From an optimization exercise on the open Yosys and OpenROAD flow, aimed at small area; shortcuts taken in it are not production practice.
In this exercise RTL edits were held to simulation tests only and were not proved equivalent to the original.
Power is estimated from default activity; no workload was simulated.

==> run.sh <==
#!/bin/bash
# synth_recipe.tcl (not shown) runs the flow's synth.tcl, then flattens the netlist and writes it again
# the make line also repeats each setting of config.mk as NAME=value (left out here)
make -C /OpenROAD-flow-scripts/flow DESIGN_CONFIG=/design/flow/config.mk WORK_HOME=/design/flow/orfs CLKGATE_MAP_FILE= SYNTH_SCRIPT=/design/flow/synth_recipe.tcl finish
==> design.v <==
module freq_divider (
    input logic clk,          
    input logic rst,          
    output logic slow_clk     
);
    logic [24:0] clk_divider_counter;
    always_ff @(posedge clk) begin
        if (!rst) begin
            clk_divider_counter <= 25'd0;  
            slow_clk <= 1'b0;              
        end else begin
            if (clk_divider_counter == 25'd2700 - 1) begin  
                slow_clk <= ~slow_clk;         
                clk_divider_counter <= 25'd0;  
            end else begin
                clk_divider_counter <= clk_divider_counter + 1;  
            end
        end
    end
endmodule
module col_shift_register (
    input logic clk,                
    input logic slow_clk,           
    input logic rst,                
    input logic key_pressed,
    output logic [3:0] col_shift_reg,  
    output logic [1:0] column_index   
);
    logic slow_clk_prev;
    always_ff @(posedge clk) begin
        slow_clk_prev <= slow_clk;
        if (!rst) begin
            col_shift_reg <= 4'b0001;     
            column_index <= 2'b0;         
        end else if (slow_clk && !slow_clk_prev && !key_pressed) begin      
            col_shift_reg <= {col_shift_reg[2:0], col_shift_reg[3]};
            column_index <= column_index + 1;   
        end
    end
endmodule
module debouncer(
    input clk,              
    input rst,              
    input noisy_signal,     
    output reg clean_signal  
);
    parameter DEBOUNCE_TIME = 2700;   
    reg [15:0] counter;               
    always @(posedge clk or negedge rst) begin
        if (!rst) begin
            counter <= 0;
            clean_signal <= 0;
        end
        else begin  
            if (noisy_signal == clean_signal) begin
                counter <= 0;   
            end
            else begin
                counter <= counter + 1;
                if (counter >= DEBOUNCE_TIME) begin
                    clean_signal <= noisy_signal;  
                    counter <= 0;
                end
            end
        end
    end
endmodule
module row_scanner (
    input logic slow_clk,
    input logic rst,
    input logic [3:0] col_shift_reg,
    input logic [3:0] row_in,
    output logic [3:0] key_value,
    output logic key_pressed
);
    always_comb begin
        key_value = 4'b0000;
        key_pressed = 0;
            case (col_shift_reg)
                4'b0001 :  case (row_in)  
                                4'b1000 : key_value = 4'b0001;   
                                4'b0100 : key_value = 4'b0100;   
                                4'b0010 : key_value = 4'b0111;   
                                4'b0001 : key_value = 4'b0000;   
                           endcase
                4'b0010 :  case (row_in)  
                                4'b1000 : key_value = 4'b0010;   
                                4'b0100 : key_value = 4'b0101;   
                                4'b0010 : key_value = 4'b1000;   
                                4'b0001 : key_value = 4'b0000;   
                           endcase
                4'b0100 :  case (row_in)  
                                4'b1000 : key_value = 4'b0011;   
                                4'b0100 : key_value = 4'b0110;   
                                4'b0010 : key_value = 4'b1001;   
                                4'b0001 : key_value = 4'b0000;   
                           endcase
                4'b1000 :  case (row_in)  
                                4'b1000 : key_value = 4'b0000;   
                                4'b0100 : key_value = 4'b0000;   
                                4'b0010 : key_value = 4'b0000;   
                                4'b0001 : key_value = 4'b0000;   
                           endcase
            endcase
            if (row_in != 4'b0000) begin
                key_pressed = 1;
            end  
        end
endmodule
module input_control (
    input logic clk,
    input logic rst,
    input logic [3:0] key_value,
    input logic key_pressed,
    output logic [11:0] acumulador  
);
    logic key_pressed_prev;  
    always @(posedge clk or negedge rst) begin
        if (!rst) begin
            acumulador <= 12'b000000000000;  
            key_pressed_prev <= 1'b0;  
        end
        else begin
            if (key_pressed && !key_pressed_prev) begin
                acumulador <= acumulador + {8'b0, key_value};  
            end
            key_pressed_prev <= key_pressed;  
        end
    end
endmodule
module bin_decimal (
    input [11:0] binario,   
    output reg [15:0] bcd    
);
    integer i;
    always @(*) begin
        bcd = 16'b0;   
        for (i = 0; i < 12; i = i + 1) begin
            if (bcd[3:0] >= 5) 
                bcd[3:0] = bcd[3:0] + 4'd3;
            if (bcd[7:4] >= 5) 
                bcd[7:4] = bcd[7:4] + 4'd3;
            if (bcd[11:8] >= 5) 
                bcd[11:8] = bcd[11:8] + 4'd3;
            if (bcd[15:12] >= 5) 
                bcd[15:12] = bcd[15:12] + 4'd3;
            bcd = {bcd[14:0], binario[11-i]};  
        end
    end
endmodule
module module_7_segments # (
    parameter DISPLAY_REFRESH = 2700
)(
    input clk_i,
    input rst_i,
    input [15 : 0] bcd_i,   
    output reg [3 : 0] anodo_o,   
    output reg [6 : 0] catodo_o
);
    localparam WIDTH_DISPLAY_COUNTER = $clog2(DISPLAY_REFRESH);
    reg [WIDTH_DISPLAY_COUNTER - 1 : 0] cuenta_salida;
    reg [3 : 0] digito_o;
    reg en_conmutador;
    reg [1:0] contador_digitos;   
    always @ (posedge clk_i) begin
        if(!rst_i) begin
            cuenta_salida <= DISPLAY_REFRESH - 1;
            en_conmutador <= 0;
        end
        else begin
            if(cuenta_salida == 0) begin
                cuenta_salida <= DISPLAY_REFRESH - 1;
                en_conmutador <= 1;
            end
            else begin
                cuenta_salida <= cuenta_salida - 1'b1;
                en_conmutador <= 0;
            end
        end
    end
    always @ (posedge clk_i) begin
        if(!rst_i) begin
            contador_digitos <= 0;
        end
        else begin 
            if(en_conmutador == 1'b1) begin
                contador_digitos <= contador_digitos + 1'b1;
            end
            else begin
                contador_digitos <= contador_digitos;
            end
        end
    end
    always @(*) begin
        digito_o = 0;
        anodo_o = 4'b1111;   
        case(contador_digitos) 
            2'b00 : begin
                anodo_o  = 4'b1110;   
                digito_o = bcd_i [3 : 0];    
            end
            2'b01 : begin
                anodo_o  = 4'b1101;   
                digito_o = bcd_i [7 : 4];    
            end
            2'b10 : begin
                anodo_o  = 4'b1011;   
                digito_o = bcd_i [11 : 8];   
            end
            2'b11 : begin
                anodo_o  = 4'b0111;   
                digito_o = bcd_i [15 : 12];  
            end
            default: begin
                anodo_o  = 4'b1111;
                digito_o = 0;
            end
        endcase
    end
    always @(*) begin
        catodo_o  = 7'b1111111;
        case(digito_o)
            4'd0: catodo_o  = 7'b1000000;
            4'd1: catodo_o  = 7'b1111001;
            4'd2: catodo_o  = 7'b0100100;
            4'd3: catodo_o  = 7'b0110000;
            4'd4: catodo_o  = 7'b0011001;
            4'd5: catodo_o  = 7'b0010010;
            4'd6: catodo_o  = 7'b0000010;
            4'd7: catodo_o  = 7'b1111000;
            4'd8: catodo_o  = 7'b0000000;
            4'd9: catodo_o  = 7'b0010000;
            default: catodo_o  = 7'b1111111;
        endcase
    end
endmodule
module module_top (
    input logic clk,
    input logic rst,
    input logic [3:0] row_in,
    output logic [3:0] col_out,
    output logic [6:0] catodo_po,
    output logic [3:0] anodo_po,
    output logic [11:0] acumulador
);
    logic slow_clk;
    logic [1:0] column_index;
    logic [15:0] bcd;
    logic [3:0] key_value;
    logic [3:0] clean_rows;
    logic key_pressed;
    logic [3:0] col_shift_reg;
    assign col_shift_reg = col_out;
    freq_divider divisor_inst (
        .clk(clk),
        .rst(rst),
        .slow_clk(slow_clk)
    );
    col_shift_register registro_inst (
        .clk(clk),
        .slow_clk(slow_clk),
        .rst(rst),
        .key_pressed(key_pressed),
        .col_shift_reg(col_out),
        .column_index(column_index)
    );
    genvar i;
    generate
        for (i = 0; i < 4; i = i + 1) begin : debouncer_loop
            debouncer debounce_inst (
                .clk(clk),
                .rst(rst),
                .noisy_signal(row_in[i]),
                .clean_signal(clean_rows[i])
            );
        end
    endgenerate
    row_scanner scanner_inst (
        .slow_clk(slow_clk),
        .rst(rst),
        .col_shift_reg(col_out),
        .row_in(clean_rows),
        .key_value(key_value),
        .key_pressed(key_pressed)
    );
    input_control control_inst (
        .clk(clk),
        .rst(rst),
        .key_value(key_value),
        .key_pressed(key_pressed),
        .acumulador(acumulador)
    );
    bin_decimal converter_inst (
        .binario(acumulador),
        .bcd(bcd)
    );
    module_7_segments display_inst (
        .clk_i(clk),
        .rst_i(rst),
        .bcd_i(bcd),
        .anodo_o(anodo_po),
        .catodo_o(catodo_po)
    );
endmodule
==> constraint.sdc <==
create_clock -name core_clock -period 20.0 [get_ports {clk}]
set_input_delay 4.0000 -clock core_clock [delete_from_list [all_inputs] [get_ports {clk}]]
set_output_delay 4.0000 -clock core_clock [all_outputs]
set_load 0.01 [all_outputs]
==> config.mk <==
export PLATFORM = sky130hd
export DESIGN_NAME = module_top
export DESIGN_NICKNAME = module_top
export VERILOG_FILES = /design/flow/design.v
export SDC_FILE = /design/flow/constraint.sdc
export NUM_CORES = 4
export LEC_CHECK = 0
export CAP_MARGIN = 20
export CORE_MARGIN = 2
export CORE_UTILIZATION = 40
export SLEW_MARGIN = 20
==> results.txt <==
-- layer usage --
layer | vias up | share of wire, %
met3 | 9 | 3.9
met5 | - | 0
li1 | 3602 | -
met2 | 109 | 45
met4 | 0 | 0.83
met1 | 3248 | 51
-- per-stage QoR --
stage               area, µm²  utilization (%)
finish                   9890             46.7
global route             9890             46.7
CTS                      9880             46.7
detailed placement       9260             43.8
global placement         9260             43.8
floorplan                8730                -
-- cells by family after synthesis --
| group | Yosys count |
|---|---|
| other cells | 1 |
| xor+xnor | 97 |
| fa+ha+maj | 45 |
| simple gates | 402 |
| buf+inv | 85 |
| compound gates | 200 |
| mux | 34 |
| flops | 127 |
-- power groups by stage --
stage | combinational, mW | sequential (mW) | clock, mW
floorplan | 0.0822 | 0.273 | 0
global placement | 0.131 | 0.278 | 0
detailed placement | 0.131 | 0.278 | 0
CTS | 0.132 | 0.273 | 0.327
global route | 0.147 | 0.275 | 0.341
finish | 0.131 | 0.273 | 0.320
-- cell type report --
type | count | area, µm²
fill | 2030 | 11300
multi-input combinational | 794 | 5430
inverter | 54 | 203
clock inverter | 14 | 190
sequential | 127 | 2950
clock buffer | 18 | 429
timing repair buffer | 36 | 345
tap | 275 | 344
-- cell usage after synthesis (9+ instances only) --
| library cell | n | area [µm²] |
|---|---|---|
| inv_1 | 52 | 195 |
| nor3_1 | 23 | 115 |
| o22ai_1 | 9 | 56.3 |
| and2_1 | 13 | 81.3 |
| xor2_1 | 46 | 403 |
| nand3_1 | 36 | 180 |
| a21oi_1 | 32 | 160 |
| nand2_1 | 74 | 278 |
| dfxtp_1 | 46 | 921 |
| o21a_1 | 10 | 75.1 |
| o21ai_1 | 11 | 55.1 |
| nor2b_1 | 9 | 56.3 |
| nor4_1 | 16 | 100 |
| clkbuf_1 | 23 | 86.3 |
| dfrtp_1 | 81 | 2030 |
| xnor2_1 | 47 | 412 |
| and3_1 | 15 | 93.8 |
| nor2_1 | 143 | 537 |
| mux2i_1 | 21 | 210 |
| a21o_1 | 10 | 75.1 |
| nand4_1 | 15 | 93.8 |
| o21ai_0 | 30 | 150 |
| ha_1 | 44 | 551 |
-- worst max-delay path: cells and delay by family, from the launching register on --
kind	cells	cell delay (ns)
AND/OR/NAND/NOR	14	3.00
adder cells (fa/ha/maj)	9	2.41
AO/OA/AOI/OAI	12	2.31
buffers and inverters	5	0.96
multiplexers	3	0.78
XOR/XNOR	3	0.73
flip-flops	1	0.44
-- worst min-delay path by stage --
stage | startpoint | end | slack, ns | depth (start not counted)
after floorplan | divisor_inst.slow_clk$_SDFFE_PN0P_ | registro_inst.slow_clk_prev$_DFF_P_ | 0.36 | 0
after global placement | divisor_inst.slow_clk$_SDFFE_PN0P_ | registro_inst.slow_clk_prev$_DFF_P_ | 0.37 | 0
after detailed placement | divisor_inst.slow_clk$_SDFFE_PN0P_ | registro_inst.slow_clk_prev$_DFF_P_ | 0.38 | 0
after CTS | divisor_inst.slow_clk$_SDFFE_PN0P_ | registro_inst.slow_clk_prev$_DFF_P_ | 0.38 | 0
after global routing | divisor_inst.slow_clk$_SDFFE_PN0P_ | registro_inst.slow_clk_prev$_DFF_P_ | 0.40 | 0
final | divisor_inst.slow_clk$_SDFFE_PN0P_ | registro_inst.slow_clk_prev$_DFF_P_ | 0.38 | 0
==> PnR_summary.wiki <==
{| class="wikitable"
! Metric !! Value
|-
| Result of the run || timing/DRC/antenna clean
|-
| Endpoint of the most critical setup path || catodo_po[1]
|-
| Register-to-register setup slack || 16.73 ns
|-
| Post-CTS setup buffers || 0
|-
| DP Worst Slack || 5.49 ns
|-
| TritonCTS buffer count || 17
|-
| Setup skew after layout || 0.0116 ns
|-
| Critical path startpoint category || flop
|-
| Maximum number of pins on one net before global-route repair || 65
|-
| Leakage component of the power || 4.00 nW
|-
| Sink Count || 127
|-
| Startpoint of the worst register-to-register path || debouncer_loop[1].debounce_inst.clean_signal$_DFFE_PN0P_
|-
| Layout cells sized above 1 || 7.96%
|-
| PnR Total Power || 0.723 mW
|-
| Switch share || 25.9%
|-
| Seq/Total Area, Yosys || 34.0%
|-
| Post-synthesis async set-or-reset flop share || 63.8%
|-
| DR DRC count || 0
|-
| Placed cell count || 1285
|-
| Worst IR drop on VDD || 0.0764 mV
|-
| Largest fanout of any net on the critical path || 8
|-
| Register clock-pin slew on the reported worst setup and hold paths || 0.06 ns
|-
| HPWL after DPL || 12800 µm
|-
| Final setup violation count || 0
|-
| Maximum clock path buffer count || 2
|-
| Share of power burned in combinational logic || 18.1%
|-
| Post-synthesis compound-gate area fraction || 17.4%
|-
| Clock network latency to the later pin of the worst-skew pair || 0.42 ns
|-
| Setup ws final || 4.98 ns
|-
| Critical path's most frequent cell || ha_1
|-
| Worst setup EP type || primary output
|-
| Number of primary I/O pins || 33
|-
| Delay of the slowest critical-path stage || 0.55 ns
|-
| Top library cells by usage in the layout, fill and taps aside || 143 x nor2_1, 81 x dfrtp_1, 74 x nand2_1
|-
| Number of synthesized flops with an enable pin || 0
|-
| Met3 GRT Util || 3.80%
|-
| XOR/XNOR share of the synthesized area || 10.2%
|-
| Die outline area || 22900 µm²
|-
| Wire length reported by the detailed router || 17500 µm
|-
| Class of the tightest hold or removal check || flop to flop
|-
| Register with the highest flop count || debouncer_loop.debounce_inst.counter
|-
| Die width || 151 µm
|-
| Global-route wire length before repair || 30800 µm
|-
| Pwr dens || 73.2 nW/µm²
|-
| Minimum clock period || 15.02 ns
|-
| Launching instance or port of the critical path || control_inst.acumulador[9]$_DFFE_PN0P_
|-
| Reg power frac || 37.8%
|-
| Synth warn || 7
|-
| Overall overflow remaining after global route || 0
|-
| Highest clock rate || 66.6 MHz
|-
| CTS resizes || 0
|-
| Commonest non-fill, non-tap cell in the layout || nor2_1
|-
| Mean instance size in the synthesized netlist || 8.75 µm²
|-
| Largest family of logic cells by synthesized area || simple AND/OR/NAND/NOR gates
|-
| Starting density of the core || 41.0%
|-
| Vertical extent of the die || 151 µm
|-
| Number of nets in the finished design || 1081
|-
| Global placer's final weighted congestion || 0.855
|-
| Initial antenna violation count || 0
|-
| Synth unique cells || 105
|-
| Met1 demand-to-capacity share in global routing || 22.7%
|-
| Hold buffers post-CTS || 0
|-
| Max-slew headroom || 47.3%
|-
| Gr busiest metal || met2
|-
| Critical Path Slowest Stage Cell || clkdlybuf4s50_1
|-
| Register bit count reported by yosys || 127
|-
| First-iteration detailed-routing DRC count || 411
|-
| Detail-routed via count per cell || 5.29
|-
| Internal Pwr Total || 0.536 mW
|-
| Tcrit/Tclk final || 75.1%
|-
| Critical path data arrival time || 11.02 ns
|-
| Max-capacitance violation count || 0
|-
| Actual transition at the worst max-transition pin || 0.790 ns
|-
| Remaining antenna violation count || 0
|-
| Total standard cell area after synthesis || 8670 µm²
|-
| Vias in the first global route || 6567
|-
| Clock tree from TritonCTS || built
|-
| RSZ-0062 raised after global routing || no
|-
| Layout-stage area growth over the synthesis result || 14.1%
|-
| Count of final hold-check violations || 0
|-
| Placeable core region || 21200 µm²
|-
| Total net switching power || 0.187 mW
|-
| Overall Global Routing Usage || 16.3%
|-
| Number of standard cells in the layout, taps in and fillers out || 1318
|-
| RR Endpoint || control_inst.acumulador[11]$_DFFE_PN0P_
|-
| Post-synthesis share of cell area spent on and, or, nand and nor gates || 23.4%
|-
| Number of rows created at floorplan || 53
|-
| Largest regs || debouncer_loop.debounce_inst.counter x64, divisor_inst.clk_divider_counter x25
|-
| WS Path Type || flop to primary output
|-
| Reg2reg path depth || 15
|-
| Final count of pins violating max slew || 0
|-
| WP data required || 16.00 ns
|-
| Clock group share of total power || 44.2%
|-
| Post-synthesis instance total || 991
|-
| Largest register FFs || 64
|-
| Met2 routing resource usage after global routing || 25.7%
|-
| Maximum level of the CTS H-tree || 4
|-
| Arithmetic-cell share of the synthesized area counting full adders, half adders and majority gates || 6.58%
|-
| Most used DFF post-synth || dfrtp_1
|-
| Post-route worst hold slack || 0.377 ns
|-
| Multiplexer share of the synthesized area || 4.32%
|-
| Count of antenna diodes in the layout || 0
|-
| Buffer cell driving the clock tree root || clkbuf_16
|-
| Average wire per standard cell || 13.3 µm
|-
| PortBufs || 32
|-
| Number of iterations in the first detailed-routing pass || 4
|-
| Final sum of negative setup slack || 0 ns
|-
| Vias post-DR || 6968
|}

port drivers added, routing unchanged:
In the flow no input, the clock included, has a driving cell. The finished layout below was timed again as built, in two steps.
Step 1 sets driving cells, clkbuf_16 on the clock port and buf_2 on the other inputs (assumed; they add their load-dependent delay and slew).
Step 2 also shifts input and output timing later by t, the mid clock arrival at the registers, as if the neighbouring blocks saw the same clock.
Slacks: no drivers / after step 1 / after step 2; pairs: no drivers / after step 1.
t, ns: 0.452
setup WS [ns]: 4.984 / 4.943 / 5.395
clock arrival spread, ns: 0.012 / 0.012
worst data-port slew with drivers (ns): 0.04
After both steps setup and hold are still met in this run. For this run, drivers alone change the setup slack by -0.041 ns; drivers and shift together by +0.411 ns.
